This is an optimization exercise on Yosys and OpenROAD, whose aim is small area, not a production implementation.
Function was checked by simulation only, so behaviour that the tests miss may differ from the original.
Power is estimated from default activity; no workload was simulated.

<file path="design/flow/design.v">
module prescaler (
	input clkin,
	input rst,
	output reg clkout
);
parameter F_OSC = 500/5;  
reg [31:0] counter;
always@(posedge clkin)
	if( rst )
		counter <= 0;
	else if( counter < (F_OSC - 1) )
		counter <= counter + 1;
	else
		counter <= 0;
always@(posedge clkin)
	if( rst )
		clkout <= 0;
	else if( counter < (F_OSC/2) )
		clkout <= 0;
	else
		clkout <= 1;
endmodule
module debouncer (
	input button,
	input clk,
	input rst,
	output reg bt_act
);
parameter F_CLK = 500;
parameter D_TIME = F_CLK/10;
reg [31:0] counter;
always@(posedge clk)
	if( rst | (button == 0) )
		counter <= 0;
	else 
		if( counter < D_TIME )
			counter <= counter + 1;
always@(posedge clk)
	if( rst )
		bt_act <= 0;
	else if( counter < D_TIME )
		bt_act <= 0;
	else bt_act <= 1;
endmodule
module dek7seg(
	input [3:0] data_in,
	output reg [6:0] disp
);
always@(data_in)
	case(data_in)
		4'h0: disp = 7'b0111111;
		4'h1: disp = 7'b0000110;
		4'h2: disp = 7'b1011011;
		4'h3: disp = 7'b1001111;
		4'h4: disp = 7'b1100110;
		4'h5: disp = 7'b1101101;
		4'h6: disp = 7'b1111101;
		4'h7: disp = 7'b0000111;
		4'h8: disp = 7'b1111111;
		4'h9: disp = 7'b1101111;
		4'hA: disp = 7'b1110111;
		4'hB: disp = 7'b1111100;
		4'hC: disp = 7'b0111001;
		4'hD: disp = 7'b1011110;
		4'hE: disp = 7'b1111001;
		4'hF: disp = 7'b1110001;
	endcase
endmodule
module Digits0to9(
	input clkin,
	input resetSignal,
	input plus,
	input minus,
	input stopSignal,
	input MCLK,
	input rst,
	output reg clkout,
	output reg [3:0] digit
);
parameter MIN_DIGIT = 0;
parameter MAX_DIGIT = 9;
reg prevPlus;
reg prevMinus;
reg prevClk;
always@(digit)
	if(digit <= (MAX_DIGIT/2))
		clkout = 0;
	else clkout = 1;
always@(posedge MCLK)
	if(rst)
		begin
			prevPlus <= 1;
			prevMinus <= 1;
			prevClk <= 0;
		end
	else
		begin
			prevPlus <= plus;
			prevMinus <= minus;
			prevClk <= clkin;
		end
always@(posedge MCLK)
	if(rst | (resetSignal == 0))
		begin
			digit <= 0;
		end
	else
		begin
			if(clkin == 0 & prevClk == 1 & stopSignal == 1)
				if (digit < MAX_DIGIT)
					digit <= digit + 1;
				else 
					digit <= MIN_DIGIT;
			if((plus == 0 & prevPlus == 1))
				if (digit < MAX_DIGIT)
					digit <= digit + 1;
				else 
					digit <= MIN_DIGIT;
			if(minus == 0 & prevMinus == 1)
				if (digit> MIN_DIGIT)
					digit <= digit - 1;
				else 
					digit <= MAX_DIGIT;
		end
endmodule
module Digits0to5(
	input clkin,
	input resetSignal,
	input plus,
	input minus,
	input stopSignal,
	input MCLK,
	input rst,
	output reg clkout,
	output reg [3:0] digit
);
parameter MIN_DIGIT = 0;
parameter MAX_DIGIT = 5;
reg prevPlus;
reg prevMinus;
reg prevClk;
always@(digit)
	if(digit <= (MAX_DIGIT/2))
		clkout = 0;
	else clkout = 1;
always@(posedge MCLK)
	if(rst)
		begin
			prevPlus <= 1;
			prevMinus <= 1;
			prevClk <= 0;
		end
	else
		begin
			prevPlus <= plus;
			prevMinus <= minus;
			prevClk <= clkin;
		end
always@(posedge MCLK)
	if(rst | (resetSignal == 0))
		begin
			digit <= 0;
		end
	else
		begin
			if(clkin == 0 & prevClk == 1 & stopSignal == 1)
				if (digit < MAX_DIGIT)
					digit <= digit + 1;
				else 
					digit <= MIN_DIGIT;
			if((plus == 0 & prevPlus == 1))
				if (digit < MAX_DIGIT)
					digit <= digit + 1;
				else 
					digit <= MIN_DIGIT;
			if(minus == 0 & prevMinus == 1)
				if (digit> MIN_DIGIT)
					digit <= digit - 1;
				else 
					digit <= MAX_DIGIT;
		end
endmodule
module Digits0to2(
	input clkin,
	input resetSignal,
	input plus,
	input minus,
	input stopSignal,
	input MCLK,
	input rst,
	output reg clkout,
	output reg [3:0] digit
);
parameter MIN_DIGIT = 0;
parameter MAX_DIGIT = 2;
reg prevPlus;
reg prevMinus;
reg prevClk;
always@(digit)
	if(digit <= (MAX_DIGIT/2))
		clkout = 0;
	else clkout = 1;
always@(posedge MCLK)
	if(rst)
		begin
			prevPlus <= 1;
			prevMinus <= 1;
			prevClk <= 0;
		end
	else
		begin
			prevPlus <= plus;
			prevMinus <= minus;
			prevClk <= clkin;
		end
always@(posedge MCLK)
	if(rst | (resetSignal == 0))
		begin
			digit <= 0;
		end
	else
		begin
			if(clkin == 0 & prevClk == 1 & stopSignal == 1)
				if (digit < MAX_DIGIT)
					digit <= digit + 1;
				else 
					digit <= MIN_DIGIT;
			if((plus == 0 & prevPlus == 1))
				if (digit < MAX_DIGIT)
					digit <= digit + 1;
				else 
					digit <= MIN_DIGIT;
			if(minus == 0 & prevMinus == 1)
				if (digit> MIN_DIGIT)
					digit <= digit - 1;
				else 
					digit <= MAX_DIGIT;
		end
endmodule
module DigitsForHoutUnits(
	input resetSignal,
	input clkin,
	input plus,
	input minus,
	input stopSignal,
	input [3:0] hTens,
	input MCLK,
	input rst,
	output reg clkout,
	output reg [3:0] digit
);
parameter MIN_DIGIT = 0;
parameter MAX_DIGIT = 9;
parameter CONDITIONAL_MAX_DIGIT = 3;
reg prevPlus;
reg prevMinus;
reg prevClk;
always@(digit, hTens)
	if(hTens == 2)
		if(digit < (CONDITIONAL_MAX_DIGIT/2 + 1))
			clkout = 0;
		else clkout = 1;
	else
		if(digit < (MAX_DIGIT/2 + 1))
			clkout = 0;
		else clkout = 1;
always@(posedge MCLK)
	if(rst)
		begin
			prevPlus <= 1;
			prevMinus <= 1;
			prevClk <= 0;
		end
	else
		begin
			prevPlus <= plus;
			prevMinus <= minus;
			prevClk <= clkin;
		end
always@(posedge MCLK)
	if(rst | (resetSignal == 0))
		begin
			digit <= 0;
		end
	else
		begin
			if(clkin == 0 & prevClk == 1 & stopSignal == 1)
				if(hTens == 2)
					if (digit < CONDITIONAL_MAX_DIGIT)
						digit <= digit + 1;
					else 
						digit <= MIN_DIGIT;
				else
					if (digit < MAX_DIGIT)
						digit <= digit + 1;
					else 
						digit <= MIN_DIGIT;
			if((plus == 0 & prevPlus == 1))
				if(hTens == 2)
					if (digit < CONDITIONAL_MAX_DIGIT)
						digit <= digit + 1;
					else 
						digit <= MIN_DIGIT;
				else
					if (digit < MAX_DIGIT)
						digit <= digit + 1;
					else 
						digit <= MIN_DIGIT;
			if(minus == 0 & prevMinus == 1)
				if(hTens == 2)
					if (digit > MIN_DIGIT)
						digit <= digit - 1;
					else 
						digit <= CONDITIONAL_MAX_DIGIT;
				else 
					if (digit> MIN_DIGIT)
						digit <= digit - 1;
					else 
						digit <= MAX_DIGIT;
		end
endmodule
module EventDispatcher(
	input MCLK,
	input rst,
	input modeBtn,
	input plusBtn,
	input minusBtn,
	input resetBtn,
	output reg resetSignal,
	output reg plusMinutesUnits,
	output reg minusMinutesUnits,
	output reg plusMinutesTesn,
	output reg minusMinutesTens,
	output reg plusHoursUnits,
	output reg minusHoursUnits,
	output reg plusHoursTens,
	output reg minusHoursTens,
	output reg stopSignal,
	output reg [2:0] st
);
reg [2:0] state;
reg prevMode;
always@ (state)
	st = state;
always@(state, resetBtn, plusBtn, minusBtn)
	begin
		resetSignal = resetBtn;
		plusMinutesUnits = 1;
		minusMinutesUnits = 1;
		plusMinutesTesn = 1;
		minusMinutesTens = 1;
		plusHoursUnits = 1;
		minusHoursUnits = 1;
		plusHoursTens = 1;
		minusHoursTens = 1;
		stopSignal = 1;
		if(state == 1)
			begin
				plusHoursTens = plusBtn;
				minusHoursTens = minusBtn;
				stopSignal = 0;
			end
		else if(state == 2)
			begin
				plusHoursUnits = plusBtn;
				minusHoursUnits = minusBtn;
				stopSignal = 0;
			end
		else if(state == 3)
			begin
				plusMinutesTesn = plusBtn;
				minusMinutesTens = minusBtn;
				stopSignal = 0;
			end
		else if(state == 4)
			begin
				plusMinutesUnits = plusBtn;
				minusMinutesUnits = minusBtn;
				stopSignal = 0;
			end
	end
always@(posedge MCLK)
	if(rst)
		prevMode <= 0;
	else
		prevMode <= modeBtn;
always@(posedge MCLK)
	if(rst | (resetBtn == 0))
		state <= 0;
	else if (prevMode == 1 & modeBtn == 0)
		begin
			if (state == 0)
				state <= 1;
			else if (state == 1)
				state <= 2;
			else if (state == 2)
				state <= 3;
			else if (state == 3)
				state <= 4;
			else if (state == 4)
				state <= 0;
		end
endmodule
module UP2_TOP
(
	MCLK,
	RST,
	FLEX_DIGIT_1,
	FLEX_DIGIT_2,
	LED,
	BT,
	DISP1,
	DISP2,
	DISP3,
	DISP4
);
input MCLK;	 
input RST;	 
output [6:0] FLEX_DIGIT_1;
output [6:0] FLEX_DIGIT_2;
output [15:0] LED;
input [3:0] BT;
output [6:0] DISP1;
output [6:0] DISP2;
output [6:0] DISP3;
output [6:0] DISP4;
wire plusBtn;
wire minusBtn;
wire modeBtn;
wire resetBtn;
wire [3:0] secUnits;
wire [3:0] secTens;
wire [3:0] minUnits;
wire [3:0] minTens;
wire [3:0] hUnits;
wire [3:0] hTens;
wire prescaledMCLK;
wire CLKFromSecUnits;
wire CLKFromSecTens;
wire CLKFromMinUnits;
wire CLKFromMinTens;
wire CLKFromHoursUnits;
wire CLKFromHoursTens;
prescaler prescalerMod(
	.clkin(MCLK),
	.rst(RST),
	.clkout(prescaledMCLK)
);
debouncer plusBtnDbncr(
	.clk(MCLK),
	.rst(RST),
	.button(BT[2]),
	.bt_act(plusBtn)
);
debouncer minusBtnDbncr(
	.clk(MCLK),
	.rst(RST),
	.button(BT[0]),
	.bt_act(minusBtn)
);
debouncer modeBtnDbncr(
	.clk(MCLK),
	.rst(RST),
	.button(BT[3]),
	.bt_act(modeBtn)
);
debouncer resetBtnDbncr(
	.clk(MCLK),
	.rst(RST),
	.button(BT[1]),
	.bt_act(resetBtn)
);
wire [6:0] NEG_FLEX_DIGIT_2;
dek7seg secUnitsDisp(
	.data_in(secUnits),
	.disp(NEG_FLEX_DIGIT_2)
);
assign FLEX_DIGIT_2 = ~NEG_FLEX_DIGIT_2;
wire [6:0] NEG_FLEX_DIGIT_1;
dek7seg secTensDisp(
	.data_in(secTens),
	.disp(NEG_FLEX_DIGIT_1)
);
assign FLEX_DIGIT_1 = ~NEG_FLEX_DIGIT_1;
dek7seg minsUnitsDisp(
	.data_in(minUnits),
	.disp(DISP4)
);
dek7seg minsTensDisp(
	.data_in(minTens),
	.disp(DISP3)
);
dek7seg hUnitsDisp(
	.data_in(hUnits),
	.disp(DISP2)
);
dek7seg hTensDisp(
	.data_in(hTens),
	.disp(DISP1)
);
wire resetSignal;
wire plusMinutesUnits;
wire minusMinutesUnits;
wire plusMinutesTens;
wire minusMinutesTens;
wire plusHoursUnits;
wire minusHoursUnits;
wire plusHoursTens;
wire minusHoursTens;
wire stopSignal;
wire [2:0] EventDispatcherState;
EventDispatcher EventDispatcherMod(
	.MCLK(MCLK),
	.rst(RST),
	.modeBtn(modeBtn),
	.plusBtn(plusBtn),
	.minusBtn(minusBtn),
	.resetBtn(resetBtn),
	.resetSignal(resetSignal),
	.plusMinutesUnits(plusMinutesUnits),
	.minusMinutesUnits(minusMinutesUnits),
	.plusMinutesTesn(plusMinutesTens),
	.minusMinutesTens(minusMinutesTens),
	.plusHoursUnits(plusHoursUnits),
	.minusHoursUnits(minusHoursUnits),
	.plusHoursTens(plusHoursTens),
	.minusHoursTens(minusHoursTens),
	.stopSignal(stopSignal),
	.st(EventDispatcherState)
);
Digits0to9 SecUnitsMod(
	.clkin(prescaledMCLK),
	.resetSignal(resetSignal),
	.plus(1'b1),
	.minus(1'b1),
	.stopSignal(stopSignal),
	.MCLK(MCLK),
	.rst(RST),
	.clkout(CLKFromSecUnits),
	.digit(secUnits)
);
Digits0to5 SecTensMod(
	.clkin(CLKFromSecUnits),
	.resetSignal(resetSignal),
	.plus(1'b1),
	.minus(1'b1),
	.stopSignal(stopSignal),
	.MCLK(MCLK),
	.rst(RST),
	.clkout(CLKFromSecTens),
	.digit(secTens)
);
Digits0to9 MinUnitsMod(
	.clkin(CLKFromSecTens),
	.resetSignal(resetSignal),
	.plus(plusMinutesUnits),
	.minus(minusMinutesUnits),
	.stopSignal(stopSignal),
	.MCLK(MCLK),
	.rst(RST),
	.clkout(CLKFromMinUnits),
	.digit(minUnits)
);
Digits0to5 MinTensMod(
	.clkin(CLKFromMinUnits),
	.resetSignal(resetSignal),
	.plus(plusMinutesTens),
	.minus(minusMinutesTens),
	.stopSignal(stopSignal),
	.MCLK(MCLK),
	.rst(RST),
	.clkout(CLKFromMinTens),
	.digit(minTens)
);
DigitsForHoutUnits DigitsForHoutUnitsMod(
	.clkin(CLKFromMinTens),
	.resetSignal(resetSignal),
	.plus(plusHoursUnits),
	.minus(minusHoursUnits),
	.stopSignal(stopSignal),
	.hTens(hTens),
	.MCLK(MCLK),
	.rst(RST),
	.clkout(CLKFromHoursUnits),
	.digit(hUnits)
);
Digits0to2 HoursTensMod(
	.clkin(CLKFromHoursUnits),
	.resetSignal(resetSignal),
	.plus(plusHoursTens),
	.minus(minusHoursTens),
	.stopSignal(stopSignal),
	.MCLK(MCLK),
	.rst(RST),
	.clkout(CLKFromHoursTens),
	.digit(hTens)
);
assign LED[15] = stopSignal;
assign LED[14] = resetSignal;
assign LED[13] = CLKFromSecUnits;
assign LED[12] = prescaledMCLK;
assign LED[11] = plusMinutesUnits;
assign LED[10] = minusMinutesUnits;
assign LED[9] = plusMinutesTens;
assign LED[8] = minusMinutesTens;
assign LED[7] = plusHoursUnits;
assign LED[6] = minusHoursUnits;
assign LED[5] = plusHoursTens;
assign LED[4] = minusHoursTens;
assign LED[3] = 0;
assign {LED[2], LED[1], LED[0]} = EventDispatcherState;
endmodule
</file>
<file path="design/flow/run.sh">
#!/bin/bash
# synth_recipe.tcl (not shown) runs the flow's synth.tcl, then flattens the netlist and writes it again
# the make line also repeats each setting of config.mk as NAME=value (left out here)
make -C /OpenROAD-flow-scripts/flow DESIGN_CONFIG=/design/flow/config.mk WORK_HOME=/design/flow/orfs CLKGATE_MAP_FILE= SYNTH_SCRIPT=/design/flow/synth_recipe.tcl finish
</file>
<file path="design/flow/config.mk">
export PLATFORM = sky130hd
export DESIGN_NAME = UP2_TOP
export DESIGN_NICKNAME = UP2_TOP
export VERILOG_FILES = /design/flow/design.v
export SDC_FILE = /design/flow/constraint.sdc
export NUM_CORES = 4
export LEC_CHECK = 0
export CAP_MARGIN = 20
export CORE_MARGIN = 2
export CORE_UTILIZATION = 40
export SLEW_MARGIN = 20
</file>
<file path="design/flow/constraint.sdc">
create_clock -name core_clock -period 8.0 [get_ports {MCLK}]
set_input_delay 1.6000 -clock core_clock [delete_from_list [all_inputs] [get_ports {MCLK}]]
set_output_delay 1.6000 -clock core_clock [all_outputs]
set_load 0.01 [all_outputs]
</file>
==> summary.txt <==
status=no timing/DRC/antenna violations; number of synthesized flops with an enable pin=0; Pleak=about 4.9 nW; worst hold path startpoint=prescalerMod.counter[0]; H-tree depth=1; Starting Density=40.65%; die width=163.7 µm; r2r endpoint=DISP2[3]; DRT Pass-1 Iters=5; adder-cell share of the synthesized area=slightly below 8%; CTS Buf Count=27; Die ar.=~27000 µm²; Synth Cell Area=just over 10000 µm²; combinational share of power=0.9%; DRC=0; maximum number of pins on one net before global-route repair=30; pre-CTS WS=about 3700 ps; skew final=around 15 ps; Core Region=25110 µm²; Ports=64; Max stage delay on crit path=660 ps; fmax=~250 MHz; Hold Fails Final Rpt=0; Detailed Place HPWL=around 12 mm; Worst Max-Slew Pin Slew=approximately 900 ps; Synth Flop Type=dfxtp_1; Setup Fix Bufs, Post-CTS=0; Reg-to-Reg Start=EventDispatcherMod.state[1]; TritonCTS clock tree=built; RSZ-0062 raised after global routing=no; Arr. time, crit path=2400 ps; Seq cells post-synth=between 200 and 250; commonest cells after routing, fill and taps aside=dfxtp_1 (249), and2_1 (111), nor2_1 (92); Tightest Hold Check Type=flop to flop; Reg clk slew, reported paths=roughly 60 ps; CTS Sinks=between 200 and 250; hold endpoint=prescalerMod.counter[0]; Synth area leaders=dfxtp_1 (49%), ha_1 (7.8%), and2_1 (6.8%), nor2_1 (3.4%), inv_1 (2.4%); WL/cell=11.92 µm; Max FO, Critical Path=13; cts hold-fix bufs=0; YS warnings=8; worst rel slew slack=about two fifths; GRT overflow=0; Total Neg Setup Slack=0 ps; critical path launch point=EventDispatcherMod.state[1]; Sequential Power Share=49.2%; crit path buf inv count=2; pwr dens=210.5 nW/µm²; XOR/XNOR Fraction of Synth Area=2.489%; Final min period=4002 ps; CP Capture Type=output port; clk buf depth=3; Tcrit/Tclk final=between 50% and 60%; share of cells above drive strength 1=between 7 and 8%; area leader, netlist=dfxtp_1; post-synthesis mux area share=2.243%; slowest library cell on the worst path=nor4b_1; Post-synth ARST share=0%; Max Cap Viol=0; Yosys top cell area share=around half; compound-gate portion of the synthesized area=between 10% and 20%; sequential element share of the synthesized area=48.84%; area growth from synthesis to layout=18.43%; gpl congestion=between 0.8 and 0.9; die height=163.7 µm; number of library cell types mapped by synthesis=a little under 90; Post-Syn Instances=between 1000 and 1500; DR vias/cell=between 4 and 5; simple-gate share of the synthesized area=approximately 22%; VDD IR max=roughly 0.14 mV; vias in the first global route=between 6000 and 7000; Iteration-0 DRC Markers=~380; main combinational cell family by area after synthesis=simple AND/OR/NAND/NOR gates; setup slack after layout=approximately 4000 ps; Setup crit start kind=flop; total number of vias=about 7000; Rows=58; WS Path Type=flop to output port; Nets=about 1200; Reg2Reg Depth=10; Psw=0.0005052 W; Int Pwr=between 0.002 and 0.0025 W; ANT cells=0; root cell of the clock tree=clkbuf_16; commonest non-fill, non-tap cell in the layout=dfxtp_1; setup violators final=0; Final ANT Viol Nets=0; antenna violations before repair=0; CP top delay family=simple AND/OR/NAND/NOR gates; reg2reg setup slack=4700 ps; Port-buffer cells=62; Pins Over Slew Limit=0; CP cell instances=nor4b_1, inv_1, clkdlybuf4s50_1; clock network power share=about 50%; Total Routing Usage GR=a little over an eighth; required time of the worst setup path=6400 ps; hold depth=1; first-pass GRT wire length=30.61 mm; clock latency (worst-skew pair)=approximately 540 ps; Post-CTS Resized=0; sw frac=about a fifth; Syn Area/Cell=just under 10 µm²; overall routed net length=17.62 mm
-- synthesized netlist by cell type (all sizes together), types with 3 or more instances --
cell type,count
a211oi,6
a21o,3
a21oi,37
a221oi,4
a22oi,8
a31oi,13
a32oi,4
and2,112
and3,9
and4,4
buf,24
clkbuf,20
dfxtp,249
ha,64
inv,73
mux2,3
mux2i,15
nand2,57
nand2b,21
nand3,20
nand4,11
nor2,92
nor2b,17
nor3,15
nor3b,3
nor4,30
nor4b,4
o21ai,33
o22a,7
o22ai,4
o311a,4
o311ai,3
or2,5
or3,7
xnor2,16
xor2,13
-- kinds of logic after synthesis --
family,after synthesis
AND/OR/NAND/NOR,417
other,1
flip-flops,249
adder cells (fa/ha/maj),64
multiplexers,20
buffers and inverters,118
AO/OA/AOI/OAI,153
XOR/XNOR,29
-- state kept, by name (all words and copies together) (netlist names), 3 cells and up --
| register | cells |
|---|---|
| HoursTensMod.digit | 4 |
| resetBtnDbncr.counter | 32 |
| DISP2 | 7 |
| DISP4 | 7 |
| NEG_FLEX_DIGIT_1 | 7 |
| modeBtnDbncr.counter | 32 |
| SecUnitsMod.digit | 4 |
| DISP1 | 7 |
| plusBtnDbncr.counter | 32 |
| DigitsForHoutUnitsMod.digit | 4 |
| minusBtnDbncr.counter | 32 |
| EventDispatcherMod.state | 3 |
| prescalerMod.counter | 32 |
| NEG_FLEX_DIGIT_2 | 7 |
| MinUnitsMod.digit | 4 |
| DISP3 | 7 |
| SecTensMod.digit | 4 |
| MinTensMod.digit | 4 |
-- how the worst max path moves through the flow --
| stage | slack, ps | endpoint | depth (start not counted) |
|---|---|---|---|
| 2_1_floorplan | 4380 | DISP2[3] | 8 |
| 3_3_place_gp | 3740 | DISP4[0] | 10 |
| 3_5_place_dp | 3660 | DISP4[0] | 10 |
| 4_1_cts | 3920 | LED[7] | 3 |
| 5_1_grt | 3720 | LED[7] | 3 |
| 6_report | 4000 | LED[7] | 3 |
-- layout make-up --
class / instances / area, µm²
fillers: 2380 / 13020
flip-flops and latches: 249 / 4985
multi-input cells: 709 / 4812
clock buffers: 37 / 783.3
repair buffers: 68 / 665.6
well taps: 330 / 412.9
inverters: 74 / 279.0
clock inverters: 11 / 148.9
-- power groups by stage --
stage          Clock [W]  Combinational, W  Sequential [W]
2_1_floorplan          0         0.0000161         0.00128
3_3_place_gp           0         0.0000231         0.00128
3_5_place_dp           0         0.0000236         0.00128
4_1_cts          0.00131         0.0000237         0.00125
5_1_grt          0.00136         0.0000274         0.00125
6_report         0.00127         0.0000230         0.00125
-- metrics by stage --
step / power [W] / area, µm² / cells / hold WS [ps] / utilization [%]
final: 0.002545 / 12090 / 1478 / 441.3 / 48.14
after global routing: 0.002644 / 12090 / 1478 / 463.5 / 48.14
after CTS: 0.002590 / 12090 / 1478 / 442.8 / 48.14
after detailed placement: 0.001304 / 11150 / 1430 / 434.2 / 44.42
after global placement: 0.001303 / 11150 / 1430 / 430.0 / 44.40
after floorplan: 0.001296 / 10300 / 1076 / 413.2 / -
-- routing by layer --
| metal | up-vias | part of all wire (%) | global-route usage, % |
|---|---|---|---|
| met3 | 27 | 5.1 | 2.929 |
| met1 | 3175 | 49 | 18.19 |
| met2 | 108 | 44 | 21.96 |
| met4 | 0 | 1.8 | 3.748 |
| met5 | - | 0 | 0 |
| li1 | 3694 | - | - |

## afterwards: timing with drivers on the ports
The flow's constraints put no driver on any port. The routed layout listed below was extracted and timed again, unchanged, in two steps.
Step 1 (the two cells are an assumption about what drives the block):
set clk [get_ports {MCLK}]
set_driving_cell -lib_cell sky130_fd_sc_hd__clkbuf_16 $clk
set_driving_cell -lib_cell sky130_fd_sc_hd__buf_2 [delete_from_list [all_inputs] $clk]
Step 2 times the ports against the registers' clock, not the clock port: input delays grow and output delays shrink by t, the midpoint of the rising clock arrivals with the driver on.
a / b / c = ideal ports / drivers / drivers and shift; a / b = the first two.
shift t [ns]: 0.577
slack for setup (ns): 3.998 / 3.954 / 3.651
worst setup path after step 2: input to register
latest minus earliest clock arrival (ns): 0.015 / 0.015
slew at the worst register clock pin (ns): 0.06 / 0.06
After both steps this run still meets setup and hold. The setup slack of this run moves by -0.044 ns with the drivers and by -0.347 ns with both steps.
